Background: an optimization exercise with open tools, aiming at small area. Do not read the settings as production practice. Where RTL was checked, it was by simulation tests only, not by an equivalence proof against the original. For run 5, only the layout was checked, not whether the RTL still works.

$ cat run.sh
#!/bin/bash
# synth_recipe.tcl (not shown) runs the flow's synth.tcl, then flattens the netlist and writes it again
# the make line also repeats each setting of config.mk as NAME=value (left out here)
make -C /OpenROAD-flow-scripts/flow DESIGN_CONFIG=/design/flow/config.mk WORK_HOME=/design/flow/orfs CLKGATE_MAP_FILE= SYNTH_SCRIPT=/design/flow/synth_recipe.tcl finish
$ cat config.mk
export PLATFORM = sky130hd
export DESIGN_NAME = PharmacyMem
export DESIGN_NICKNAME = PharmacyMem
export VERILOG_FILES = /design/flow/design.v
export SDC_FILE = /design/flow/constraint.sdc
export NUM_CORES = 4
export LEC_CHECK = 0
export CAP_MARGIN = 20
export CORE_MARGIN = 2
export CORE_UTILIZATION = 40
export SETUP_SLACK_MARGIN = 0.2
export SLEW_MARGIN = 20
$ cat constraint.sdc
create_clock -name core_clock -period 11.0 [get_ports {clk}]
set_input_delay 2.2000 -clock core_clock [delete_from_list [all_inputs] [get_ports {clk}]]
set_output_delay 2.2000 -clock core_clock [all_outputs]
set_load 0.01 [all_outputs]
$ cat design.v
`timescale 1ns / 1ps
module PharmacyMem(
    input [4:0] studentID ,
    input clk,
    input [1:0] mode ,  
    input [7:0] checkInTime,
    output reg [4:0] listOutput,
    output reg listBusy ,
    output reg ready,
    input rst  
	);
reg[3:0] last;
reg[3:0] i;
reg[4:0]stdid[10:1];
reg[7:0]chkin[10:1];
reg[7:0] tempt;
reg[4:0] tempid;
always@(posedge clk)
begin
	if(rst)begin
		i=0;
		last = 0;
		listBusy = 0;
		ready = 0;
		listOutput = 0;
		stdid[1] = 0;stdid[2] = 0;stdid[3] = 0;stdid[4] = 0;stdid[5] = 0;stdid[6] = 0;stdid[7] = 0;stdid[8] = 0;stdid[9] = 0;stdid[10] = 0;
		chkin[1] = 0;chkin[2] = 0;chkin[3] = 0;chkin[4] = 0;chkin[5] = 0;chkin[6] = 0;chkin[7] = 0;chkin[8] = 0;chkin[9] = 0;chkin[10] = 0;
	end
	else if(mode == 2  && last!=10)begin
		listBusy = 0;
		last = last+1;
		stdid[last] = studentID;
		chkin[last] = checkInTime;
		if((stdid[10] != 0) && chkin[10] < chkin[5])begin
			tempt = chkin[5];
			chkin[5] = chkin[10];
			chkin[10] = tempt;
			tempid = stdid[5];
			stdid[5] = stdid[10];
			stdid[10] = tempid;
		end
		if((stdid[9] != 0) && chkin[9] < chkin[4])begin
			tempt = chkin[4];
			chkin[4] = chkin[9];
			chkin[9] = tempt;
			tempid = stdid[4];
			stdid[4] = stdid[9];
			stdid[9] = tempid;
		end
		if((stdid[8] != 0) && chkin[8] < chkin[4])begin
			tempt = chkin[4];
			chkin[4] = chkin[8];
			chkin[8] = tempt;
			tempid = stdid[4];
			stdid[4] = stdid[8];
			stdid[8] = tempid;
		end
		if((stdid[7] != 0) && chkin[7] < chkin[3])begin
			tempt = chkin[3];
			chkin[3] = chkin[7];
			chkin[7] = tempt;
			tempid = stdid[3];
			stdid[3] = stdid[7];
			stdid[7] = tempid;
		end
		if((stdid[6] != 0) && chkin[6] < chkin[3])begin
			tempt = chkin[3];
			chkin[3] = chkin[6];
			chkin[6] = tempt;
			tempid = stdid[3];
			stdid[3] = stdid[6];
			stdid[6] = tempid;
		end
		if((stdid[5] != 0) && chkin[5] < chkin[2])begin
			tempt = chkin[2];
			chkin[2] = chkin[5];
			chkin[5] = tempt;
			tempid = stdid[2];
			stdid[2] = stdid[5];
			stdid[5] = tempid;
		end
		if((stdid[4] != 0) && chkin[4] < chkin[2])begin
			tempt = chkin[2];
			chkin[2] = chkin[4];
			chkin[4] = tempt;
			tempid = stdid[2];
			stdid[2] = stdid[4];
			stdid[4] = tempid;
		end
		if((stdid[3] != 0) && chkin[3] < chkin[1])begin
			tempt = chkin[1];
			chkin[1] = chkin[3];
			chkin[3] = tempt;
			tempid = stdid[1];
			stdid[1] = stdid[3];
			stdid[3] = tempid;
		end
		if((stdid[2] != 0) && chkin[2] < chkin[1])begin
			tempt = chkin[1];
			chkin[1] = chkin[2];
			chkin[2] = tempt;
			tempid = stdid[1];
			stdid[1] = stdid[2];
			stdid[2] = tempid;
		end
		i=0;
	end
	else if(mode==3 && last!=0)begin
		listBusy = 0;
		stdid[1] = stdid[last];
		chkin[1] = chkin[last];
		stdid[last] = 0;
		chkin[last] = 0;
		last = last-1;
		if(((chkin[1] > chkin[2]) && (chkin[3] > chkin[2]) && (stdid[2] != 0)))begin
			tempt = chkin[1];
			chkin[1] = chkin[2];
			chkin[2] = tempt;
			tempid = stdid[1];
			stdid[1] = stdid[2];
			stdid[2] = tempid;
		end
		else if(((chkin[1] > chkin[2]) && (stdid[3]==0) && (stdid[2] != 0)))begin
			tempt = chkin[1];
			chkin[1] = chkin[2];
			chkin[2] = tempt;
			tempid = stdid[1];
			stdid[1] = stdid[2];
			stdid[2] = tempid;
		end
		else if((chkin[1] > chkin[3]) && (chkin[2] > chkin[3]) && (stdid[3] != 0))begin
			tempt = chkin[1];
			chkin[1] = chkin[3];
			chkin[3] = tempt;
			tempid = stdid[1];
			stdid[1] = stdid[3];
			stdid[3] = tempid;
		end
		if((chkin[2] > chkin[4]) && (chkin[5] > chkin[4]) && (stdid[4] != 0))begin
			tempt = chkin[2];
			chkin[2] = chkin[4];
			chkin[4] = tempt;
			tempid = stdid[2];
			stdid[2] = stdid[4];
			stdid[4] = tempid;
		end
		else if(((chkin[2] > chkin[4]) && (stdid[5]==0) && (stdid[4] != 0)))begin
			tempt = chkin[2];
			chkin[2] = chkin[4];
			chkin[4] = tempt;
			tempid = stdid[2];
			stdid[2] = stdid[4];
			stdid[4] = tempid;
		end
		else if((chkin[2] > chkin[5]) && (chkin[4] > chkin[5]) && (stdid[5] != 0))begin
			tempt = chkin[2];
			chkin[2] = chkin[5];
			chkin[5] = tempt;
			tempid = stdid[2];
			stdid[2] = stdid[5];
			stdid[5] = tempid;
		end
		if((chkin[3] > chkin[6]) && (chkin[7] > chkin[6]) && (stdid[6] != 0))begin
			tempt = chkin[3];
			chkin[3] = chkin[6];
			chkin[6] = tempt;
			tempid = stdid[3];
			stdid[3] = stdid[6];
			stdid[6] = tempid;
		end
		else if(((chkin[3] > chkin[6]) && (stdid[7]==0) && (stdid[6] != 0)))begin
			tempt = chkin[3];
			chkin[3] = chkin[6];
			chkin[6] = tempt;
			tempid = stdid[3];
			stdid[3] = stdid[6];
			stdid[6] = tempid;
		end
		else if((chkin[3] > chkin[7]) && (chkin[6] > chkin[7]) && (stdid[7] != 0))begin
			tempt = chkin[3];
			chkin[3] = chkin[7];
			chkin[7] = tempt;
			tempid = stdid[3];
			stdid[3] = stdid[7];
			stdid[7] = tempid;
		end
		if((chkin[4] > chkin[8]) && (chkin[9] > chkin[8]) && (stdid[8] != 0))begin
			tempt = chkin[4];
			chkin[4] = chkin[8];
			chkin[8] = tempt;
			tempid = stdid[4];
			stdid[4] = stdid[8];
			stdid[8] = tempid;
		end
		else if(((chkin[4] > chkin[8]) && (stdid[9]==0) && (stdid[8] != 0)))begin
			tempt = chkin[4];
			chkin[4] = chkin[8];
			chkin[8] = tempt;
			tempid = stdid[4];
			stdid[4] = stdid[8];
			stdid[8] = tempid;
		end
		else if((chkin[4] > chkin[9]) && (chkin[8] > chkin[9]) && (stdid[9] != 0))begin
			tempt = chkin[4];
			chkin[4] = chkin[9];
			chkin[9] = tempt;
			tempid = stdid[4];
			stdid[4] = stdid[9];
			stdid[9] = tempid;
		end
		i=0;
	end
	else if(mode == 0)begin
		if(i==0)begin
			ready=1;
			listBusy = 0;
			i=i+1;
		end
		if(i>0 && i<=last)begin
			listBusy=1;
			ready=0;
			listOutput = stdid[i];
			i=i+1;
		end
		else if(i>last)begin
			ready = 1;
			listBusy = 0;
			i = 1;
		end
	end
end
endmodule
==> reports/metrics.cfg, run 1 <==
[grt]
grt_pass1_wl_microns = 126800
grt_pass1_vias = 19730
grt_max_degree = 65
antenna_found_initial = 1
grtUsageTotal_pct = 35.18
grt_overflow = 0

[synthesis]
ys_seq_area_share_pct = 17.61
ys_ff_latch = 158
syn_inst = 2547
ys_warn_count = 3
synth_nets = 2728
ys.flop_type = dfxtp_1
synth.cell_area_sq_um = 18700
synth-edff-count = 13
ys_top_cells_by_count = nand2_1 (297), nor2_1 (237), mux2i_1 (206), a21oi_1 (176), ha_1 (164)
syn-mean-instance-area_sq_um = 7.344
synth_cell_type_count = 89
synthArstFlopShare_pct = 0
yosysTopAreaCell = dfxtp_1
synth_top_area_share_pct = 15.52
yosysMostFrequentCell = nand2_1
synth_area_leaders = dfxtp_1 (16%), mux2i_1 (11%), ha_1 (11%)

[critical_path]
critical_path.endpoint_type = register
cp-start-kind = input port
critPathLaunch = checkInTime[2]
worst-setup-path-type = in -> reg
arrival_ns = 10.85
required_ns = 11.40
r2r_start = last[1]$_SDFFE_PP0N_
r2r_cells = 44
r2r_slack_ns = 0.73
cp_common_cell = ha_1
crit_path_top_delay_cell = clkdlybuf4s50_1
path_max_fanout = 22
slowest_delay_ns = 0.61

[floorplanning]
rows = 79
io_pins = 24
die_w_microns = 220.2
initial_core_util_pct = 40.35
die_h_microns = 220.2
dieArea_sq_um = 48510
core_area_sq_um = 46360

[timing]
period_needed_ns = 10.45
setup_viol_count_final = 0
max_freq_mhz = 95.71
finalCritPeriodShare_pct = 94.98
hold_viol = 0
fin_tns_setup_ns = 0
finalMaxSlewViolations = 0
clock_skew_ns = 0.01911
relSlewSlack_pct = 20.62
worstMarginPinSlew_ns = 1.161
rsz0062_at_grt = no
finalWorstSetupSlack_ns = 0.5518

[clock_tree]
ctsHoldBuffers = 0
clk_path_buf_depth = 2
cts.sink_count = 158
path_clk_slew_ns = 0.07
htreeDepth = 4
cts_tree = yes
cts-root-buf = clkbuf_16
clk_latency_ns = 0.52
cts_inserted_buffers = 17

[cells_and_area]
final_nets = 2720
final_util_pct = 44.89
areaGrowthSynthToFinish_pct = 11.27
layout-drive-gt1-share_pct = 10.93
stdcell_area_sq_um = 20810
fillCellCount = 4738

[drt]
drtAntennaViolNets = 0
firstDrtPassIters = 7
avgRoutedWirePerCell_microns = 27.26
drtIter0Drc = 2875
drcViolationCount = 0
wl_microns = 86130
via_per_inst = 6.626
vias = 20940

[placement]
dp_hpwl_microns = 66460
dp_slack_ns = -0.2637
place.gp.congestion = 1.020
io_buffers = 23
dpl_cell_area_sq_um = 20030

[min_path]
whs_path_depth = 2
hp-class = reg -> reg
min_from = ready$_SDFFE_PP0P_

[run]
maxCapViolCount = 0

[status]
status = complete, no violations

[layout by cell type (no fill, tap or decap), types with 18 or more instances in the layout]
cell             instances
inv_1                  132
a21oi_1                170
nand2_1                297
nor2b_1                 29
clkdlybuf4s50_1         18
dfxtp_1                145
buf_4                  139
a21o_1                  41
nand3_1                 50
nor3_1                  46
nor2_1                 237
mux2_2                  33
nand2b_1                24
ha_1                   163
mux2i_1                197
o221ai_1                28
o21ai_0                149
a221oi_1                81
a22oi_1                 55
a211oi_1                70
and2_1                  45
nand4_1                 32
o211ai_1                30
[cell type report]
type	instances	area, sq um	share of cell area, %
Timing Repair Buffer	163	1314	6.312
Clock buffer	19	452.9	2.176
Sequential cell	158	3293	15.82
Antenna cell	1	2.502	0.01202
Tap cell	607	759.5	3.649
Multi-Input combinational cell	2066	14350	68.96
Clock inverter	13	140.1	0.6733
Inverter	133	499.2	2.399
[cell families after synthesis]
| logic type | after synthesis | synth area share (%) |
|---|---|---|
| compound gates | 812 | 30.20 |
| xor+xnor | 10 | 0.4682 |
| fa+ha+maj | 166 | 11.09 |
| buf+inv | 325 | 6.883 |
| flops | 158 | 17.61 |
| mux | 242 | 13.21 |
| simple gates | 834 | 20.54 |
[path summary, 6_finish.rpt]
check	to
max	chkin[2][0]$_SDFFE_PP0N_
min	ready$_SDFFE_PP0P_
max reg2reg	chkin[2][0]$_SDFFE_PP0N_
min reg2reg	ready$_SDFFE_PP0P_
[per-layer routing]
metal | up-vias | GRT usage, % | wire, microns
li1 | 9493 | - | -
met1 | 10070 | 46.38 | 35480
met2 | 1151 | 55.29 | 38180
met3 | 225 | 6.845 | 8382
met4 | 0 | 16.24 | 4084
met5 | - | 0 | 0
[worst max-delay path, delay by kind of cell]
family / cells / cell delay (ns)
AO/OA/AOI/OAI: 13 / 3.01
AND/OR/NAND/NOR: 8 / 2.01
buffers and inverters: 6 / 1.44
adder cells (fa/ha/maj): 4 / 1.20
multiplexers: 4 / 0.94
[repair_timing]
action                                  4_1_cts  5_1_grt
gates resized for setup                       0       33
endpoints found under the setup margin        0       26
setup buffers                                 0        5
hold endpoints to repair                      0        0
[sequential cells by signal, summed over array words and instances (netlist names)]
name and count:
stdid 55, listOutput 5, last 4, i 4, listBusy 1, ready 1, chkin 88
[per-stage QoR]
stage	std cells	hold slack (ns)
after floorplan	2547	0.4583
after global placement	3120	0.4465
after detailed placement	3120	0.4514
after CTS	3152	0.4625
final	3160	0.4587
after global routing	3159	0.4729
==> run 2: changes to the inputs <==
==> design.v (replaced) <==
`timescale 1ns / 1ps
module PharmacyMem(
    input [4:0] studentID ,
    input clk,
    input [1:0] mode ,  
    input [7:0] checkInTime,
    output reg [4:0] listOutput,
    output reg listBusy ,
    output reg ready,
    input rst  
	);
reg [3:0] last;           
reg [3:0] ptr;            
reg [12:0] slot [1:10];   
wire ins = (mode == 2'd2) && (last != 4'd10);
wire del = (mode == 2'd3) && (last != 4'd0);
function lt8(input [7:0] a, input [7:0] b);
	integer j;
	begin
		lt8 = 1'b0;
		for (j = 0; j < 8; j = j + 1)
			lt8 = (~a[j] & b[j]) | ((~a[j] | b[j]) & lt8);
	end
endfunction
wire [3:0] sel = mode[1] ? last : ptr;
reg  [12:0] rdata;
integer r;
always @* begin
	rdata = slot[1];
	for (r = 2; r <= 10; r = r + 1)
		if (sel == r) rdata = slot[r];
end
wire [12:0] newe = {studentID, checkInTime};
reg [12:0] a [1:10];
reg nza [1:10];
reg sw;
reg [12:0] tq;
integer c, q;
always @* begin
	for (q = 1; q <= 10; q = q + 1) begin
		a[q] = (q == last + 1) ? newe : slot[q];
		nza[q] = ins && (q <= last + 1) && (|a[q][12:8]);
	end
	for (c = 10; c >= 2; c = c - 1) begin
		sw = nza[c] && lt8(a[c][7:0], a[c/2][7:0]);
		tq = a[c/2];
		if (sw) begin a[c/2] = a[c]; a[c] = tq; nza[c/2] = 1'b1; end
	end
end
reg [7:0] st [1:10];
reg nzd [1:10];
reg sl [1:4];
reg sr [1:4];
reg [7:0] tp;
integer p, k;
always @* begin
	for (k = 1; k <= 10; k = k + 1) begin
		st[k] = slot[k][7:0];
		nzd[k] = del && (k < last) && (|slot[k][12:8]);
	end
	st[1] = rdata[7:0];
	for (p = 1; p <= 4; p = p + 1) begin
		sl[p] = nzd[2*p] && lt8(st[2*p], st[p]) &&
		        (lt8(st[2*p], st[2*p+1]) || !nzd[2*p+1]);
		sr[p] = nzd[2*p+1] && lt8(st[2*p+1], st[p]) &&
		        lt8(st[2*p+1], st[2*p]);
		tp = st[p];
		if (sl[p]) begin st[p] = st[2*p]; st[2*p] = tp; end
		if (sr[p]) begin st[p] = st[2*p+1]; st[2*p+1] = tp; end
	end
end
reg [12:0] d [1:10];
reg [12:0] tz;
integer m;
always @* begin
	for (m = 1; m <= 10; m = m + 1) d[m] = a[m];
	if (mode == 2'd3) d[1] = rdata;
	for (m = 1; m <= 4; m = m + 1) begin
		tz = d[m];
		if (sl[m]) begin d[m] = d[2*m]; d[2*m] = tz; end
		if (sr[m]) begin d[m] = d[2*m+1]; d[2*m+1] = tz; end
	end
end
integer w;
always @(posedge clk) begin
	for (w = 1; w <= 10; w = w + 1) slot[w] <= d[w];
	if (rst) begin
		last <= 4'd0;
		ptr <= 4'd1;
		listBusy <= 1'b0;
		ready <= 1'b0;
		listOutput <= 5'd0;
	end else if (ins) begin
		last <= last + 4'd1;
		ptr <= 4'd1;
		listBusy <= 1'b0;
	end else if (del) begin
		last <= last - 4'd1;
		ptr <= 4'd1;
		listBusy <= 1'b0;
	end else if (mode == 2'd0) begin
		if (ptr <= last) begin
			listBusy <= 1'b1;
			ready <= 1'b0;
			listOutput <= rdata[12:8];
			ptr <= ptr + 4'd1;
		end else begin
			listBusy <= 1'b0;
			ready <= 1'b1;
			ptr <= 4'd1;
		end
	end
end
endmodule
==> flow/run.sh (new file) <==
#!/bin/bash
# Standard ORFS layout (standard.sh), with one change: Yosys's ABC step maps
# the logic with the area-oriented script in flow/abc_area.script.
set -euo pipefail
work=$(pwd)
rm -rf "$work/scripts_abc"
cp -r "$FLOW_HOME/scripts" "$work/scripts_abc"
cp "$work/flow/abc_area.script" "$work/scripts_abc/abc_area.script"
cp "$work/flow/abc_area.script" "$work/scripts_abc/abc_speed.script"
sed "s#^make -C #make SCRIPTS_DIR=$work/scripts_abc -C #" standard.sh > standard_abc.sh
grep -q "SCRIPTS_DIR=" standard_abc.sh
bash standard_abc.sh > "$work/flow_make.log" 2>&1
==> flow/abc_area.script (new file) <==
strash
dch
amap -m
topo
==> standard.sh (new file) <==
#!/bin/bash
# synth_recipe.tcl (not shown) runs the flow's synth.tcl, then flattens the netlist and writes it again
# the make line also repeats each setting of config.mk as NAME=value (left out here)
make -C /OpenROAD-flow-scripts/flow DESIGN_CONFIG=/design/flow/config.mk WORK_HOME=/design/flow/orfs CLKGATE_MAP_FILE= SYNTH_SCRIPT=/design/flow/synth_recipe.tcl "${@:-finish}"
--- a/config.mk
+++ b/config.mk
@@ -5,6 +5,7 @@
 export SDC_FILE = /design/flow/constraint.sdc
 export NUM_CORES = 4
 export LEC_CHECK = 0
+export ABC_AREA = 1
 export CAP_MARGIN = 20
 export CORE_MARGIN = 2
 export CORE_UTILIZATION = 40
removed: run.sh
==> reports/metrics.cfg, run 2 <==
[drt]
drtAntennaViolNets = 0  ; unchanged
drcViolationCount = 0  ; unchanged
avgRoutedWirePerCell_microns = 24.66  ; was 27.26 microns
vias = 17880  ; was 20940
drtIter0Drc = 2132  ; was 2875
firstDrtPassIters = 6  ; was 7
wl_microns = 67060  ; was 86130 microns
via_per_inst = 6.575  ; was 6.626

[synthesis]
yosysMostFrequentCell = o22ai_1  ; was nand2_1
synth-edff-count = 0  ; was 13
ys_top_cells_by_count = o22ai_1 (477), nor2_1 (273), clkinv_1 (266), a21oi_1 (161), dfxtp_1 (145)  ; was nand2_1 (297), nor2_1 (237), mux2i_1 (206), a21oi_1 (176), ha_1 (164)
ys_seq_area_share_pct = 24.32  ; was 17.61%
syn-mean-instance-area_sq_um = 6.543  ; was 7.344 sq um
synth.cell_area_sq_um = 11940  ; was 18700 sq um
ys_warn_count = 9  ; was 3
synth_nets = 1855  ; was 2728
synth_top_area_share_pct = 25.00  ; was 15.52%
yosysTopAreaCell = o22ai_1  ; was dfxtp_1
ys_ff_latch = 145  ; was 158
ys.flop_type = dfxtp_1  ; unchanged
synth_cell_type_count = 44  ; was 89
synth_area_leaders = o22ai_1 (25%), dfxtp_1 (24%), nor2_1 (8.6%)  ; was dfxtp_1 (16%), mux2i_1 (11%), ha_1 (11%)
synthArstFlopShare_pct = 0  ; unchanged
syn_inst = 1824  ; was 2547

[run]
maxCapViolCount = 0  ; unchanged

[timing]
max_freq_mhz = 94.10  ; was 95.71 MHz
rsz0062_at_grt = yes  ; was no
hold_viol = 0  ; unchanged
relSlewSlack_pct = 33.89  ; was 20.62%
period_needed_ns = 10.63  ; was 10.45 ns
finalCritPeriodShare_pct = 96.61  ; was 94.98%
worstMarginPinSlew_ns = 0.9856  ; was 1.161 ns
finalMaxSlewViolations = 0  ; unchanged
clock_skew_ns = 0.01612  ; was 0.01911 ns
setup_viol_count_final = 0  ; unchanged

[placement]
dpl_cell_area_sq_um = 16240  ; was 20030 sq um
io_buffers = 23  ; unchanged
dp_hpwl_microns = 51580  ; was 66460 microns
place_inst = 2647  ; was 3120
place.gp.congestion = 1.061  ; was 1.020

[clock_tree]
cts_inserted_buffers = 17  ; unchanged
htreeDepth = 4  ; unchanged
cts-root-buf = clkbuf_16  ; unchanged
cts.sink_count = 145  ; was 158
path_clk_slew_ns = 0.07  ; about the same
cts_tree = yes  ; unchanged
clk_path_buf_depth = 2  ; unchanged
clk_latency_ns = 0.47  ; was 0.52 ns
ctsHoldBuffers = 0  ; unchanged

[grt]
grt_pass1_wl_microns = 96530  ; was 126800 microns
antenna_found_initial = 0  ; was 1
grt_overflow = 0  ; unchanged
grtUsageTotal_pct = 41.09  ; was 35.18%
grt_max_degree = 34  ; was 65
grt_pass1_vias = 16270  ; was 19730

[cells_and_area]
largest_reg_flops = 130  ; was 88
final_util_pct = 62.39  ; was 44.89%
stdcell_area_sq_um = 18390  ; was 20810 sq um
areaGrowthSynthToFinish_pct = 54.10  ; was 11.27%
fin_cells = 2719  ; was 3160
final_nets = 2348  ; was 2720
fillCellCount = 2718  ; was 4738
final_common_cell = buf_4  ; was nand2_1
n_antenna_cell = 0  ; was 1
layout_common_cells = buf_4 (396), o22ai_1 (383), nor2_1 (257)  ; was nand2_1 (297), nor2_1 (237), mux2i_1 (197)
layout-drive-gt1-share_pct = 30.01  ; was 10.93%

[critical_path]
r2r_start = last[0]$_SDFFE_PP0P_  ; was last[1]$_SDFFE_PP0N_
critPathLaunch = checkInTime[0]  ; was checkInTime[2]
arrival_ns = 10.98  ; was 10.85 ns
critical_path.endpoint_type = register  ; unchanged
required_ns = 11.35  ; was 11.40 ns
cp-start-kind = input port  ; unchanged
worst-setup-path-type = in -> reg  ; unchanged
slowest_delay_ns = 0.34  ; was 0.61 ns
path_max_fanout = 6  ; was 22
crit_path_top_delay_cell = a221oi_1  ; was clkdlybuf4s50_1

[floorplanning]
io_pins = 24  ; unchanged
rows = 63  ; was 79
dieArea_sq_um = 31240  ; was 48510 sq um
core_area_sq_um = 29480  ; was 46360 sq um
die_h_microns = 176.7  ; was 220.2 microns
die_w_microns = 176.7  ; was 220.2 microns
initial_core_util_pct = 40.48  ; was 40.35%

[status]
status = complete, no violations  ; unchanged

[min_path]
hp-class = reg -> reg  ; unchanged
min_from = listOutput[1]$_SDFFE_PP0P_  ; was ready$_SDFFE_PP0P_

## run 2: cell count changes after synthesis, moves of 49 or more
cell / change
o21ai_0: -49
clkinv_1: +265
o22ai_1: +465
clkbuf_1: -139
nand2_1: -185
mux2i_1: -206
a211oi_1: -58
inv_1: -132
ha_1: -151
## run 2: final cells by class
type / count / area (sq um) / area share [%]
multi-input cells: 1413 / 9348 / 50.82
repair buffers: 470 / 3900 / 21.20
flip-flops and latches: 145 / 2903 / 15.78
inverters: 266 / 1105 / 6.007
well taps: 390 / 488.0 / 2.653
clock buffers: 19 / 452.9 / 2.463
clock inverters: 12 / 156.4 / 0.8503
repair inverters: 4 / 40.04 / 0.2177
## run 2: worst max-delay path, delay by kind of cell
family / cells / cell delay [ns]
AND/OR/NAND/NOR: 6 / 0.63
AO/OA/AOI/OAI: 37 / 6.57
buffers and inverters: 11 / 1.59
## run 2: final timing paths
kind | depth (start not counted) | slack [ns] | to
worst max-delay path | 54 | 0.37 | slot[3][10]$_DFF_P_
worst min-delay path | 2 | 0.45 | listOutput[1]$_SDFFE_PP0P_
worst max register to register | 67 | 0.46 | slot[3][10]$_DFF_P_
worst min register to register | 2 | 0.45 | listOutput[1]$_SDFFE_PP0P_
## run 2: cell families after synthesis
family,after synthesis,share of synthesized area (%)
compound gates,937,50.10
buf+inv,266,8.366
fa+ha+maj,14,1.531
flops,145,24.32
simple gates,462,15.68
## run 2: what timing repair did
action,4_1_cts,5_1_grt
setup buffers,16,17
resized for setup,59,216
gates cloned,5,3
pin swaps,23,78
setup endpoints to repair,93,93
## run 2: through the flow
stage	hold WS [ns]	setup TNS [ns]	setup WS, ns
detailed placement	0.4424	-76.68	-1.051
floorplan	0.4845	-3.129	-0.2332
global route	0.4958	-7.681	-0.2376
global placement	0.4337	-79.67	-1.099
finish	0.4512	0	0.3725
CTS	0.4566	0	0.2148
## run 2: layer usage
| layer | track usage, % | up-vias | wire [microns] |
|---|---|---|---|
| met5 | 0 | - | 0 |
| met4 | 26.41 | 0 | 4926 |
| met3 | 6.894 | 247 | 6533 |
| met2 | 63.35 | 1129 | 29180 |
| met1 | 53.04 | 8374 | 26420 |
| li1 | - | 8127 | - |
==> run 3: changes to the inputs <==
--- a/config.mk
+++ b/config.mk
@@ -9,5 +9,6 @@
 export CAP_MARGIN = 20
 export CORE_MARGIN = 2
 export CORE_UTILIZATION = 40
-export SETUP_SLACK_MARGIN = 0.2
+export GPL_TIMING_DRIVEN = 0
+export SETUP_SLACK_MARGIN = 0
 export SLEW_MARGIN = 20
==> reports/metrics.cfg, run 3 <==
[run]
maxCapViolCount = 0  ; unchanged

[clock_tree]
clk_latency_ns = 0.47  ; about the same
cts_inserted_buffers = 17  ; unchanged
ctsHoldBuffers = 0  ; unchanged
cts-root-buf = clkbuf_16  ; unchanged
clk_path_buf_depth = 2  ; unchanged
htreeDepth = 4  ; unchanged
cts_tree = yes  ; unchanged
cts.sink_count = 145  ; unchanged
path_clk_slew_ns = 0.06  ; was 0.07 ns

[cells_and_area]
layout_common_cells = o22ai_1 (389), nor2_1 (254), clkinv_1 (211)  ; was buf_4 (396), o22ai_1 (383), nor2_1 (257)
n_antenna_cell = 0  ; unchanged
final_nets = 2045  ; was 2348
areaGrowthSynthToFinish_pct = 38.42  ; was 54.10%
layout-drive-gt1-share_pct = 21.95  ; was 30.01%
largest_reg_flops = 130  ; unchanged
final_common_cell = o22ai_1  ; was buf_4
fillCellCount = 2835  ; was 2718

[critical_path]
timing.critical_path.buf_inv = 12  ; was 11
cp.depth = 61  ; was 54
cp-start-kind = input port  ; unchanged
crit_end = slot[4][5]$_DFF_P_  ; was slot[3][10]$_DFF_P_
r2r_cells = 57  ; was 67
worst-setup-path-type = in -> reg  ; unchanged
cp_common_cell = o21ai_1
r2r_start = last[0]$_SDFFE_PP0P_  ; unchanged
crit_path_top_delay_cell = a222oi_1  ; was a221oi_1
r2r_slack_ns = -0.22  ; was 0.46 ns
slowest_delay_ns = 0.44  ; was 0.34 ns
path_max_fanout = 12  ; was 6
arrival_ns = 11.62  ; was 10.98 ns
critical_path.endpoint_type = register  ; unchanged
required_ns = 11.34  ; was 11.35 ns
cpLargestDelayFamily = compound AO/OA/AOI/OAI gates  ; unchanged
timing.rr.end = slot[4][9]$_DFF_P_  ; was slot[3][10]$_DFF_P_
critPathLaunch = checkInTime[0]  ; unchanged

[drt]
vias = 16850  ; was 17880
firstDrtPassIters = 6  ; unchanged
drtAntennaViolNets = 0  ; unchanged
wl_microns = 61160  ; was 67060 microns
via_per_inst = 6.971  ; was 6.575
drtIter0Drc = 2564  ; was 2132
avgRoutedWirePerCell_microns = 25.30  ; was 24.66 microns
drcViolationCount = 0  ; unchanged

[synthesis]
synth_cell_type_count = 44  ; unchanged
ys_ff_latch = 145  ; unchanged
synth-simple-area-share_pct = 15.68  ; unchanged
synth_area_leaders = o22ai_1 (25%), dfxtp_1 (24%), nor2_1 (8.6%)  ; unchanged
synth-edff-count = 0  ; unchanged
yosysMostFrequentCell = o22ai_1  ; unchanged
synthArstFlopShare_pct = 0  ; unchanged
ys_warn_count = 9  ; unchanged
synthAdderAreaFrac_pct = 1.531  ; unchanged
syn-mean-instance-area_sq_um = 6.543  ; unchanged
syn_inst = 1824  ; unchanged
ys_top_cells_by_count = o22ai_1 (477), nor2_1 (273), clkinv_1 (266), a21oi_1 (161), dfxtp_1 (145)  ; unchanged
yosysTopAreaCell = o22ai_1  ; unchanged
ys_seq_area_share_pct = 24.32  ; unchanged
synth_xor_area_share_pct = 0  ; unchanged
ys.flop_type = dfxtp_1  ; unchanged
synth_nets = 1855  ; unchanged
synth_compound_area_share_pct = 50.10  ; unchanged
synth.cell_area_sq_um = 11940  ; unchanged
synth_mux_area_share_pct = 0  ; unchanged
synth_top_area_share_pct = 25.00  ; unchanged
synth_top_family_by_area = compound AO/OA/AOI/OAI gates  ; unchanged

[grt]
grtUsageTotal_pct = 37.28  ; was 41.09%
grt_pass1_vias = 14730  ; was 16270
antenna_found_initial = 0  ; unchanged
grt_pass1_wl_microns = 88370  ; was 96530 microns
grt_overflow = 0  ; unchanged
grt_max_degree = 49  ; was 34

[min_path]
hp-class = reg -> reg  ; unchanged

[timing]
finalCritPeriodShare_pct = 102.6  ; was 96.61%
fin_tns_setup_ns = -7.200  ; was 0 ns
max_freq_mhz = 88.60  ; was 94.10 MHz
finalMaxSlewViolations = 0  ; unchanged
period_needed_ns = 11.29  ; was 10.63 ns
relSlewSlack_pct = 14.23  ; was 33.89%
finalWorstSetupSlack_ns = -0.2864  ; was 0.3725 ns
clock_skew_ns = 0.01470  ; was 0.01612 ns
setup_viol_count_final = 59  ; was 0
worstMarginPinSlew_ns = 1.285  ; was 0.9856 ns
rsz0062_at_grt = yes  ; unchanged
fin_hold_ws_ns = 0.4499  ; was 0.4512 ns
hold_viol = 0  ; unchanged

[floorplanning]
rows = 63  ; unchanged
core_area_sq_um = 29480  ; unchanged
dieArea_sq_um = 31240  ; unchanged
io_pins = 24  ; unchanged
die_h_microns = 176.7  ; unchanged
initial_core_util_pct = 40.48  ; unchanged
die_w_microns = 176.7  ; unchanged

[status]
status = finished with violations  ; was complete, no violations
violations = setup timing

[placement]
io_buffers = 23  ; unchanged
dp_slack_ns = -4.433  ; was -1.051 ns
place.gp.congestion = 0.9978  ; was 1.061
dp_hpwl_microns = 41000  ; was 51580 microns

==> run 3: cell families (layout without fill, tap and decap cells) <==
logic type | count (synthesis) | count (layout)
AOI/OAI and AO/OA | 937 | 945
adders and majority gates | 14 | 14
buffers and inverters | 266 | 457
and+or+nand+nor | 462 | 466
DFF | 145 | 145
==> run 3: layout make-up <==
| class | count | area [sq um] | area share, % |
|---|---|---|---|
| Clock buffer | 18 | 439.2 | 2.658 |
| Clock inverter | 14 | 137.6 | 0.8331 |
| Inverter | 266 | 1266 | 7.664 |
| Multi-Input combinational cell | 1425 | 9813 | 59.40 |
| Sequential cell | 145 | 2913 | 17.63 |
| Tap cell | 390 | 488.0 | 2.954 |
| Timing Repair Buffer | 150 | 1389 | 8.407 |
| Timing Repair inverter | 9 | 75.07 | 0.4544 |
==> run 3: worst reg2reg max path: cells and delay by family (launching register included) <==
| family | cells | cell delay [ns] |
|---|---|---|
| AO/OA/AOI/OAI | 39 | 7.14 |
| buffers and inverters | 12 | 2.21 |
| AND/OR/NAND/NOR | 5 | 1.05 |
| flip-flops | 1 | 0.42 |
| adder cells (fa/ha/maj) | 1 | 0.31 |
==> run 3: routing by layer <==
metal	vias to the layer above	GRT usage [%]	part of all wire (%)
met4	0	22.07	6.9
met5	-	0	0
met2	1155	54.95	42
met1	7882	50.61	41
li1	7545	-	-
met3	268	6.723	11
==> run 3: how the worst min path moves through the flow <==
stage | start | endpoint | slack, ns | depth (start not counted)
after floorplan | listOutput[0]$_SDFFE_PP0P_ | listOutput[0]$_SDFFE_PP0P_ | 0.48 | 2
after global placement | listOutput[3]$_SDFFE_PP0P_ | listOutput[3]$_SDFFE_PP0P_ | 0.43 | 2
after detailed placement | listOutput[4]$_SDFFE_PP0P_ | listOutput[4]$_SDFFE_PP0P_ | 0.44 | 2
after CTS | listOutput[4]$_SDFFE_PP0P_ | listOutput[4]$_SDFFE_PP0P_ | 0.46 | 2
after global routing | listOutput[2]$_SDFFE_PP0P_ | listOutput[2]$_SDFFE_PP0P_ | 0.47 | 2
final | listOutput[3]$_SDFFE_PP0P_ | listOutput[3]$_SDFFE_PP0P_ | 0.45 | 2
==> run 3: what timing repair did <==
action / 4_1_cts / 5_1_grt
resized for setup: 186 / 207
pin swaps: 30 / 72
buffers inserted: 57 / 63
setup endpoints to repair: 117 / 113
gates cloned: 18 / 4
==> run 3: per-stage QoR <==
step                      std cells  util (%)  area [sq um]
final                          2417     56.04         16520
after global routing           2417     56.04         16520
after CTS                      2350     50.74         14960
after detailed placement       2243     44.72         13190
after global placement         2237     44.36         13080
after floorplan                1824         -         12360
==> run 4: changes to the inputs <==
==> flow/abc_area.script (replaced) <==
strash
dch
amap -m
topo
stime -c
buffer -c
upsize -c
dnsize -c
==> reports/metrics.cfg, run 4 <==
[drt]
avgRoutedWirePerCell_microns = 28.72  ; was 25.30 microns
drtAntennaViolNets = 0  ; unchanged
via_per_inst = 7.035  ; was 6.971
firstDrtPassIters = 8  ; was 6
drcViolationCount = 0  ; unchanged
drtIter0Drc = 3089  ; was 2564
wl_microns = 70460  ; was 61160 microns
vias = 17260  ; was 16850

[grt]
grtUsageTotal_pct = 40.46  ; was 37.28%
grt_pass1_wl_microns = 98120  ; was 88370 microns
grt_pass1_vias = 14740  ; was 14730
antenna_found_initial = 3  ; was 0
grt_overflow = 0  ; unchanged
grt_max_degree = 17  ; was 49

[clock_tree]
cts_inserted_buffers = 17  ; unchanged
clk_latency_ns = 0.47  ; about the same
path_clk_slew_ns = 0.07  ; was 0.06 ns
cts_tree = yes  ; unchanged
cts.sink_count = 145  ; unchanged
cts-root-buf = clkbuf_16  ; unchanged
clk_path_buf_depth = 2  ; unchanged
htreeDepth = 4  ; unchanged

[cells_and_area]
final_nets = 2075  ; was 2045
layout-drive-gt1-share_pct = 16.29  ; was 21.95%
layout_common_cells = o22ai_1 (382), nor2_1 (258), inv_1 (227)  ; was o22ai_1 (389), nor2_1 (254), clkinv_1 (211)
areaGrowthSynthToFinish_pct = 24.99  ; was 38.42%
n_antenna_cell = 0  ; unchanged
largest_reg_flops = 130  ; unchanged
fin_cells = 2453  ; was 2417
stdcell_area_sq_um = 15730  ; was 16520 sq um
final_common_cell = o22ai_1  ; unchanged
fillCellCount = 3209  ; was 2835

[synthesis]
synth-edff-count = 0  ; unchanged
ys_ff_latch = 145  ; unchanged
synth_cell_type_count = 68  ; was 44
ys.flop_type = dfxtp_1  ; unchanged
ys_warn_count = 9  ; unchanged
ys_seq_area_share_pct = 23.07  ; was 24.32%
yosysTopAreaCell = o22ai_1  ; unchanged
synth_top_area_share_pct = 23.32  ; was 25.00%
syn_inst = 1948  ; was 1824
syn-mean-instance-area_sq_um = 6.459  ; was 6.543 sq um
yosysMostFrequentCell = o22ai_1  ; unchanged
synth_nets = 1979  ; was 1855
synth.cell_area_sq_um = 12580  ; was 11940 sq um
ys_top_cells_by_count = o22ai_1 (469), nor2_1 (270), inv_1 (241), a21oi_1 (159), dfxtp_1 (145)  ; was o22ai_1 (477), nor2_1 (273), clkinv_1 (266), a21oi_1 (161), dfxtp_1 (145)
synth_area_leaders = o22ai_1 (23%), dfxtp_1 (23%), nor2_1 (8.1%)  ; was o22ai_1 (25%), dfxtp_1 (24%), nor2_1 (8.6%)
synthArstFlopShare_pct = 0  ; unchanged

[floorplanning]
dieArea_sq_um = 32890  ; was 31240 sq um
io_pins = 24  ; unchanged
die_h_microns = 181.4  ; was 176.7 microns
die_w_microns = 181.4  ; was 176.7 microns
initial_core_util_pct = 40.92  ; was 40.48%
core_area_sq_um = 30750  ; was 29480 sq um
rows = 64  ; was 63

[status]
status = complete, no violations  ; was finished with violations

[timing]
finalCritPeriodShare_pct = 98.10  ; was 102.6%
max_freq_mhz = 92.67  ; was 88.60 MHz
clock_skew_ns = 0.01712  ; was 0.01470 ns
finalMaxSlewViolations = 0  ; unchanged
period_needed_ns = 10.79  ; was 11.29 ns
relSlewSlack_pct = 26.98  ; was 14.23%
setup_viol_count_final = 0  ; was 59
worstMarginPinSlew_ns = 1.095  ; was 1.285 ns
hold_viol = 0  ; unchanged

[critical_path]
path_max_fanout = 10  ; was 12
r2r_start = last[0]$_SDFFE_PP0P_  ; unchanged
arrival_ns = 11.14  ; was 11.62 ns
r2r_cells = 55  ; was 57
crit_path_top_delay_cell = clkbuf_1  ; was a222oi_1
slowest_delay_ns = 0.79  ; was 0.44 ns
cpLargestDelayFamily = compound AO/OA/AOI/OAI gates  ; unchanged
critPathLaunch = checkInTime[5]  ; was checkInTime[0]
worst-setup-path-type = in -> reg  ; unchanged
critical_path.endpoint_type = register  ; unchanged
cp-start-kind = input port  ; unchanged
required_ns = 11.35  ; was 11.34 ns
r2r_slack_ns = 0.32  ; was -0.22 ns
timing.rr.end = slot[4][12]$_DFF_P_  ; was slot[4][9]$_DFF_P_
timing.critical_path.buf_inv = 9  ; was 12

[placement]
place_inst = 2360  ; was 2243
dp_hpwl_microns = 54610  ; was 41000 microns
io_buffers = 15  ; was 23
dpl_cell_area_sq_um = 13250  ; was 13190 sq um
place.gp.congestion = 1.096  ; was 0.9978

[min_path]
whs_path_depth = 2  ; unchanged
hp-class = reg -> reg  ; unchanged
hold_end = listOutput[3]$_SDFFE_PP0P_  ; unchanged
min_from = listOutput[3]$_SDFFE_PP0P_  ; unchanged

[run]
maxCapViolCount = 0  ; unchanged

run 4: cells by family (layout without fill, tap and decap cells):
| family | count (synthesis) | in the layout | share of synthesized area [%] |
|---|---|---|---|
| AND/OR/NAND/NOR | 462 | 463 | 15.14 |
| adder cells (fa/ha/maj) | 14 | 14 | 1.452 |
| AO/OA/AOI/OAI | 937 | 937 | 48.48 |
| buffers and inverters | 390 | 498 | 11.86 |
| flip-flops | 145 | 145 | 23.07 |
run 4: routing by layer:
layer  GRT usage (%)  routed length (microns)  share of wire (%)  vias up
met4           21.53                     4577                6.5        2
met1           55.23                    27850                 40     8097
met5               0                       13              0.018        -
li1                -                        -                  -     7531
met2           56.37                    27840                 40     1365
met3           12.70                    10170                 14      261
run 4: worst max path at each step:
stage	endpoint	slack, ns	cells past startpoint
after floorplan	slot[4][10]$_DFF_P_	0.99	58
after global placement	slot[4][7]$_DFF_P_	-2.81	55
after detailed placement	slot[4][7]$_DFF_P_	-2.82	55
after CTS	slot[4][7]$_DFF_P_	0.001	58
after global routing	slot[4][5]$_DFF_P_	-0.08	62
final	slot[4][12]$_DFF_P_	0.21	46
run 4: layout make-up:
type,count,area (sq um),area share (%)
multi-input combinational,1414,9373,59.60
sequential,145,2912,18.51
inverter,266,1033,6.572
timing repair buffer,78,666.9,4.241
buffer,122,594.3,3.779
tap,396,495.5,3.151
clock buffer,19,452.9,2.880
clock inverter,13,198.9,1.265
run 4: what timing repair did:
item | 4_1_cts | 5_1_grt
hold buffers | 0 | 0
gates cloned | 0 | 3
setup endpoints to repair | 117 | 117
pin swaps | 9 | 43
setup buffers | 14 | 46
resized for setup | 118 | 186
run 4: per-stage QoR:
stage	setup WS, ns	utilization [%]	setup TNS (ns)	hold slack (ns)
6_report	0.2092	51.14	0	0.4511
5_1_grt	-0.08353	51.14	-1.646	0.4730
4_1_cts	0.001267	47.09	0	0.4605
3_5_place_dp	-2.822	43.07	-195.67	0.4453
3_3_place_gp	-2.811	43.02	-205.47	0.4348
2_1_floorplan	0.9941	-	0	0.4622
run 4: worst min-delay path, stage by stage (launching register included):
cell and delay (ns):
dfxtp_1 0.32, nand2_1 0.04, o21ai_0 0.05
==> run 5: changes to the inputs <==
--- a/design.v
+++ b/design.v
@@ -23,13 +23,18 @@
 	end
 endfunction
 wire [3:0] sel = mode[1] ? last : ptr;
-reg  [12:0] rdata;
+reg  [7:0] rtime;
+reg  [4:0] rid;
 integer r;
 always @* begin
-	rdata = slot[1];
-	for (r = 2; r <= 10; r = r + 1)
-		if (sel == r) rdata = slot[r];
+	rtime = 8'd0;
+	rid = 5'd0;
+	for (r = 1; r <= 10; r = r + 1) begin
+		rtime = rtime | ({8{last == r}} & slot[r][7:0]);
+		rid = rid | ({5{sel == r}} & slot[r][12:8]);
+	end
 end
+wire [12:0] rdata = {rid, rtime};
 wire [12:0] newe = {studentID, checkInTime};
 reg [12:0] a [1:10];
 reg nza [1:10];
@@ -38,8 +43,8 @@
 integer c, q;
 always @* begin
 	for (q = 1; q <= 10; q = q + 1) begin
-		a[q] = (q == last + 1) ? newe : slot[q];
-		nza[q] = ins && (q <= last + 1) && (|a[q][12:8]);
+		a[q] = (last == q - 1) ? newe : slot[q];
+		nza[q] = ins && (last >= q - 1) && (|a[q][12:8]);
 	end
 	for (c = 10; c >= 2; c = c - 1) begin
 		sw = nza[c] && lt8(a[c][7:0], a[c/2][7:0]);
==> reports/metrics.cfg, run 5 <==
[status]
status = complete, no violations  ; unchanged

[synthesis]
synth_nets = 1888  ; was 1979
syn_inst = 1859  ; was 1948
ys_warn_count = 9  ; unchanged
synth-edff-count = 0  ; unchanged
ys_seq_area_share_pct = 23.85  ; was 23.07%
synth_area_leaders = dfxtp_1 (24%), o22ai_1 (23%), inv_1 (7.9%)  ; was o22ai_1 (23%), dfxtp_1 (23%), nor2_1 (8.1%)
ys_ff_latch = 145  ; unchanged
ys_top_cells_by_count = o22ai_1 (439), inv_1 (257), nor2_1 (254), dfxtp_1 (145), a21oi_1 (133)  ; was o22ai_1 (469), nor2_1 (270), inv_1 (241), a21oi_1 (159), dfxtp_1 (145)
synth_top_area_share_pct = 23.85  ; was 23.32%
synth.cell_area_sq_um = 12170  ; was 12580 sq um
synthArstFlopShare_pct = 0  ; unchanged
synth_cell_type_count = 61  ; was 68
syn-mean-instance-area_sq_um = 6.547  ; was 6.459 sq um
yosysMostFrequentCell = o22ai_1  ; unchanged
ys.flop_type = dfxtp_1  ; unchanged
yosysTopAreaCell = dfxtp_1  ; was o22ai_1

[floorplanning]
die_h_microns = 178.4  ; was 181.4 microns
initial_core_util_pct = 40.85  ; was 40.92%
io_pins = 24  ; unchanged
die_w_microns = 178.4  ; was 181.4 microns
dieArea_sq_um = 31840  ; was 32890 sq um
core_area_sq_um = 29800  ; was 30750 sq um
rows = 63  ; was 64

[clock_tree]
cts_inserted_buffers = 17  ; unchanged
ctsHoldBuffers = 0  ; unchanged
clk_path_buf_depth = 2  ; unchanged
cts.sink_count = 145  ; unchanged
cts-root-buf = clkbuf_16  ; unchanged
clk_latency_ns = 0.48  ; was 0.47 ns
cts_tree = yes  ; unchanged
path_clk_slew_ns = 0.06  ; was 0.07 ns
htreeDepth = 4  ; unchanged

[cells_and_area]
final_common_cell = o22ai_1  ; unchanged
final_nets = 1966  ; was 2075
n_antenna_cell = 0  ; unchanged
final_util_pct = 48.42  ; was 51.14%
largest_reg_flops = 130  ; unchanged
areaGrowthSynthToFinish_pct = 18.54  ; was 24.99%
layout_common_cells = o22ai_1 (399), inv_1 (251), nor2_1 (249)  ; was o22ai_1 (382), nor2_1 (258), inv_1 (227)
layout-drive-gt1-share_pct = 12.37  ; was 16.29%
stdcell_area_sq_um = 14430  ; was 15730 sq um

[timing]
finalMaxSlewViolations = 0  ; unchanged
period_needed_ns = 10.73  ; was 10.79 ns
hold_viol = 0  ; unchanged
clock_skew_ns = 0.01706  ; was 0.01712 ns
setup_viol_count_final = 0  ; unchanged
relSlewSlack_pct = 23.20  ; was 26.98%
fin_hold_ws_ns = 0.5060  ; was 0.4511 ns
fin_tns_setup_ns = 0  ; unchanged
max_freq_mhz = 93.21  ; was 92.67 MHz
worstMarginPinSlew_ns = 1.148  ; was 1.095 ns
finalCritPeriodShare_pct = 97.53  ; was 98.10%

[critical_path]
required_ns = 11.37  ; was 11.35 ns
crit_path_top_delay_cell = clkdlybuf4s50_1  ; was clkbuf_1
critical_path.endpoint_type = register  ; unchanged
cp-start-kind = input port  ; unchanged
worst-setup-path-type = in -> reg  ; unchanged
slowest_delay_ns = 0.65  ; was 0.79 ns
cp_common_cell = o22ai_1
arrival_ns = 11.10  ; was 11.14 ns
path_max_fanout = 10  ; unchanged

[placement]
place.gp.congestion = 1.034  ; was 1.096
dp_hpwl_microns = 47950  ; was 54610 microns
dpl_cell_area_sq_um = 12830  ; was 13250 sq um
io_buffers = 16  ; was 15

[drt]
via_per_inst = 6.836  ; was 7.035
drtAntennaViolNets = 0  ; unchanged
firstDrtPassIters = 9  ; was 8
drtIter0Drc = 2354  ; was 3089
vias = 15990  ; was 17260
drcViolationCount = 0  ; unchanged
avgRoutedWirePerCell_microns = 26.14  ; was 28.72 microns
wl_microns = 61150  ; was 70460 microns

[grt]
antenna_found_initial = 1  ; was 3
grt_max_degree = 17  ; unchanged
grt_pass1_wl_microns = 87530  ; was 98120 microns
grtUsageTotal_pct = 37.31  ; was 40.46%
grt_overflow = 0  ; unchanged
grt_pass1_vias = 14380  ; was 14740

[min_path]
hp-class = reg -> reg  ; unchanged

[run]
maxCapViolCount = 0  ; unchanged

-- run 5: critical path: cells and delay by family --
family	cells	cell delay (ns)
buffers and inverters	10	2.66
AND/OR/NAND/NOR	7	1.02
AO/OA/AOI/OAI	27	5.18
-- run 5: through the flow --
| step | setup slack (ns) | cells |
|---|---|---|
| finish | 0.2717 | 2339 |
| global route | -0.06082 | 2339 |
| CTS | 0.006968 | 2306 |
| detailed placement | -1.703 | 2266 |
| global placement | -1.634 | 2265 |
| floorplan | 1.146 | 1859 |
-- run 5: final cells by class --
class | instances | area (sq um)
plain buffers | 118 | 524.3
multi-input cells | 1313 | 8357
clock buffers | 18 | 439.2
flip-flops and latches | 145 | 2903
well taps | 390 | 488.0
clock inverters | 13 | 137.6
repair buffers | 58 | 478.0
inverters | 284 | 1100
fillers | 3111 | 15370
-- run 5: worst paths after layout --
kind,to,depth (start not counted),slack [ns],start
max,slot[2][0]$_DFF_P_,44,0.27,studentID[4]
min,listBusy$_SDFFE_PP0N_,2,0.51,listBusy$_SDFFE_PP0N_
max reg2reg,slot[2][0]$_DFF_P_,56,0.50,last[0]$_SDFFE_PP0P_
min reg2reg,listBusy$_SDFFE_PP0N_,2,0.51,listBusy$_SDFFE_PP0N_
-- run 5: kinds of logic after synthesis --
family                     after synthesis  synth area share (%)
AOI/OAI and AO/OA                      853                 46.90
buffers and inverters                  403                 12.74
and+or+nand+nor                        446                 15.28
DFF                                    145                 23.85
adders and majority gates               12                 1.234
-- run 5: what timing repair did --
action                                  4_1_cts  5_1_grt
pin swaps                                     2       45
buffers inserted                              9       32
hold endpoints to repair                      0        0
endpoints found under the setup margin       95       94
gates cloned                                  0        2
gates resized for setup                      44      119
-- run 5: metal layers --
metal	wire, microns	global-route usage, %	part of all wire [%]	vias up
met3	6827	7.971	11	198
met1	24360	48.01	40	7582
met4	2809	16.80	4.6	2
li1	-	-	-	7163
met2	27150	59.68	44	1045
met5	9	0	0.015	-
==> run 6: changes to the inputs <==
--- a/design.v
+++ b/design.v
@@ -38,7 +38,7 @@
 wire [12:0] newe = {studentID, checkInTime};
 reg [12:0] a [1:10];
 reg nza [1:10];
-reg sw;
+reg sw1, sw2;
 reg [12:0] tq;
 integer c, q;
 always @* begin
@@ -46,10 +46,18 @@
 		a[q] = (last == q - 1) ? newe : slot[q];
 		nza[q] = ins && (last >= q - 1) && (|a[q][12:8]);
 	end
-	for (c = 10; c >= 2; c = c - 1) begin
-		sw = nza[c] && lt8(a[c][7:0], a[c/2][7:0]);
-		tq = a[c/2];
-		if (sw) begin a[c/2] = a[c]; a[c] = tq; nza[c/2] = 1'b1; end
+	sw1 = nza[10] && lt8(a[10][7:0], a[5][7:0]);
+	tq = a[5];
+	if (sw1) begin a[5] = a[10]; a[10] = tq; nza[5] = 1'b1; end
+	for (c = 4; c >= 1; c = c - 1) begin
+		sw1 = nza[2*c+1] && lt8(a[2*c+1][7:0], a[c][7:0]);
+		sw2 = nza[2*c] && (sw1 ? lt8(a[2*c][7:0], a[2*c+1][7:0])
+		                       : lt8(a[2*c][7:0], a[c][7:0]));
+		tq = a[c];
+		if (sw1) begin a[c] = a[2*c+1]; a[2*c+1] = tq; end
+		tq = a[c];
+		if (sw2) begin a[c] = a[2*c]; a[2*c] = tq; end
+		if (sw1 || sw2) nza[c] = 1'b1;
 	end
 end
 reg [7:0] st [1:10];
==> reports/metrics.cfg, run 6 <==
[status]
status = complete, no violations  ; unchanged

[drt]
via_per_inst = 7.182  ; was 6.836
wl_microns = 65480  ; was 61150 microns
vias = 16630  ; was 15990
drcViolationCount = 0  ; unchanged
drtAntennaViolNets = 0  ; unchanged
drtIter0Drc = 2846  ; was 2354
firstDrtPassIters = 7  ; was 9
avgRoutedWirePerCell_microns = 28.27  ; was 26.14 microns

[cells_and_area]
layout_common_cells = o22ai_1 (452), inv_1 (231), nor2_1 (227)  ; was o22ai_1 (399), inv_1 (251), nor2_1 (249)
final_common_cell = o22ai_1  ; unchanged
final_util_pct = 45.60  ; was 48.42%
largest_reg_flops = 130  ; unchanged
final_nets = 1934  ; was 1966
layout-drive-gt1-share_pct = 7.608  ; was 12.37%
areaGrowthSynthToFinish_pct = 12.46  ; was 18.54%

[synthesis]
ys_seq_area_share_pct = 23.40  ; was 23.85%
ys_ff_latch = 145  ; unchanged
yosysTopAreaCell = dfxtp_1  ; unchanged
synth-edff-count = 0  ; unchanged
ys_warn_count = 9  ; unchanged
synth_top_area_share_pct = 23.40  ; was 23.85%
synth_area_leaders = dfxtp_1 (23%), o22ai_1 (23%), inv_1 (7.1%)  ; was dfxtp_1 (24%), o22ai_1 (23%), inv_1 (7.9%)
yosysMostFrequentCell = o22ai_1  ; unchanged
ys_top_cells_by_count = o22ai_1 (460), inv_1 (233), nor2_1 (228), dfxtp_1 (145), a21oi_1 (120)  ; was o22ai_1 (439), inv_1 (257), nor2_1 (254), dfxtp_1 (145), a21oi_1 (133)
synthArstFlopShare_pct = 0  ; unchanged
syn_inst = 1857  ; was 1859
syn-mean-instance-area_sq_um = 6.679  ; was 6.547 sq um
synth.cell_area_sq_um = 12400  ; was 12170 sq um
synth_cell_type_count = 65  ; was 61
ys.flop_type = dfxtp_1  ; unchanged
synth_nets = 1885  ; was 1888

[clock_tree]
cts.sink_count = 145  ; unchanged
cts-root-buf = clkbuf_16  ; unchanged
cts_tree = yes  ; unchanged
ctsHoldBuffers = 0  ; unchanged
clk_latency_ns = 0.47  ; was 0.48 ns
cts_inserted_buffers = 17  ; unchanged
path_clk_slew_ns = 0.06  ; about the same
htreeDepth = 4  ; unchanged
clk_path_buf_depth = 2  ; unchanged

[timing]
max_freq_mhz = 93.48  ; was 93.21 MHz
relSlewSlack_pct = 20.15  ; was 23.20%
hold_viol = 0  ; unchanged
finalCritPeriodShare_pct = 97.25  ; was 97.53%
worstMarginPinSlew_ns = 1.187  ; was 1.148 ns
finalWorstSetupSlack_ns = 0.3026  ; was 0.2717 ns
setup_viol_count_final = 0  ; unchanged
finalMaxSlewViolations = 0  ; unchanged
clock_skew_ns = 0.01626  ; was 0.01706 ns
period_needed_ns = 10.70  ; was 10.73 ns

[floorplanning]
dieArea_sq_um = 32430  ; was 31840 sq um
die_w_microns = 180.1  ; was 178.4 microns
core_area_sq_um = 30590  ; was 29800 sq um
io_pins = 24  ; unchanged
rows = 64  ; was 63
initial_core_util_pct = 40.55  ; was 40.85%
die_h_microns = 180.1  ; was 178.4 microns

[grt]
grtUsageTotal_pct = 38.50  ; was 37.31%
grt_max_degree = 17  ; unchanged
grt_pass1_wl_microns = 94610  ; was 87530 microns
antenna_found_initial = 4  ; was 1
grt_pass1_vias = 15200  ; was 14380
grt_overflow = 0  ; unchanged

[min_path]
hp-class = reg -> reg  ; unchanged

[placement]
dp_slack_ns = -1.809  ; was -1.703 ns
dp_hpwl_microns = 52140  ; was 47950 microns
io_buffers = 15  ; was 16
place.gp.congestion = 1.069  ; was 1.034

[critical_path]
path_max_fanout = 10  ; unchanged
cp_common_cell = o22ai_1  ; unchanged
crit_path_top_delay_cell = nor4_1  ; was clkdlybuf4s50_1
critical_path.endpoint_type = register  ; unchanged
required_ns = 11.37  ; about the same
cp-start-kind = input port  ; unchanged
worst-setup-path-type = in -> reg  ; unchanged
arrival_ns = 11.07  ; was 11.10 ns
slowest_delay_ns = 0.59  ; was 0.65 ns

[run]
maxCapViolCount = 0  ; unchanged

run 6: final timing paths:
kind | from | endpoint | slack (ns) | depth (start not counted)
min reg2reg | listOutput[3]$_SDFFE_PP0P_ | listOutput[3]$_SDFFE_PP0P_ | 0.46 | 2
max | studentID[1] | slot[4][9]$_DFF_P_ | 0.30 | 38
min | listOutput[3]$_SDFFE_PP0P_ | listOutput[3]$_SDFFE_PP0P_ | 0.46 | 2
max reg2reg | last[3]$_SDFFE_PP0P_ | slot[4][9]$_DFF_P_ | 0.44 | 41
run 6: per-layer routing:
layer / wire (microns) / vias up / track usage (%)
met3: 7661 / 231 / 9.014
met4: 3040 / 2 / 17.94
li1: - / 7231 / -
met1: 25160 / 7895 / 48.39
met5: 12 / - / 0
met2: 29600 / 1275 / 62.48
run 6: through the flow:
stage | area [sq um] | cells | hold WS (ns) | TNS, ns
finish | 13950 | 2316 | 0.4557 | 0
detailed placement | 13080 | 2269 | 0.4462 | -106.50
global route | 13950 | 2316 | 0.4884 | -0.01028
CTS | 13760 | 2301 | 0.4608 | 0
floorplan | 12400 | 1857 | 0.4750 | 0
global placement | 13050 | 2268 | 0.4398 | -116.17
run 6: area by class of cell:
class                   instances  area (sq um)
multi-input cells            1330          8168
repair buffers                 29         250.2
diodes                          1         2.502
plain buffers                 119         495.5
flip-flops and latches        145          2903
clock inverters                 8         125.1
inverters                     263          1012
repair inverters                1         5.005
fillers                      3272         16640
well taps                     396         495.5
clock buffers                  24         491.7
run 6: cell families (layout without fill, tap and decap cells):
kind of cell | Yosys count | after routing | synth area share [%]
compound gates | 893 | 893 | 48.87
fa+ha+maj | 11 | 11 | 1.110
buf+inv | 382 | 444 | 11.87
flops | 145 | 145 | 23.40
other cells | 0 | 1 | 0
simple gates | 426 | 426 | 14.75
run 6: critical path, delay by kind of cell:
family / cells / cell delay (ns)
AOI/OAI and AO/OA: 25 / 5.31
buffers and inverters: 7 / 1.99
and+or+nand+nor: 6 / 1.54
run 6: repair_timing:
action                                  4_1_cts  5_1_grt
gates resized for setup                      18       27
endpoints found under the setup margin       92       55
gates cloned                                  0        1
pin swaps                                     0        7
buffers inserted                              0       11

re-timing with driven ports:
The results above use ideal ports. As a check the final layouts listed here were re-extracted and re-timed, cells and wires unchanged.
Step 1 (the two cells are an assumption about what drives the block):
set clk [get_ports {clk}]
set_driving_cell -lib_cell sky130_fd_sc_hd__clkbuf_16 $clk
set_driving_cell -lib_cell sky130_fd_sc_hd__buf_2 [delete_from_list [all_inputs] $clk]
Step 2 times the ports against the registers' clock, not the clock port: input delays grow and output delays shrink by t, the midpoint of the rising clock arrivals with the driver on.
Three values: ideal, step 1, step 2; two values: the first two.
| run | t, ns | setup slack, ns | clock arrival spread, ns | slew at the worst register clock pin (ns) | worst slew at a driven data input, ns |
|---|---|---|---|---|---|
| run 1 | 0.573 | 0.552 / 0.576 / 0.003 | 0.019 / 0.019 | 0.08 / 0.08 | 0.04 |
| run 2 | 0.511 | 0.373 / 0.389 / -0.122 | 0.016 / 0.016 | 0.08 / 0.08 | 0.05 |
| run 3 | 0.512 | -0.286 / -0.255 / -0.767 | 0.014 / 0.015 | 0.07 / 0.07 | 0.06 |
| run 4 | 0.518 | 0.209 / 0.215 / -0.302 | 0.017 / 0.017 | 0.08 / 0.08 | 0.08 |
| run 5 | 0.522 | 0.272 / 0.293 / -0.229 | 0.017 / 0.017 | 0.07 / 0.07 | 0.06 |
| run 6 | 0.516 | 0.303 / 0.299 / -0.218 | 0.016 / 0.017 | 0.07 / 0.07 | 0.09 |
With both steps, setup timing fails in run 2, run 4, run 5 and run 6, where it was met with ideal ports. For run 1, which loses most, drivers alone change the setup slack by +0.024 ns; drivers and shift together by -0.549 ns.
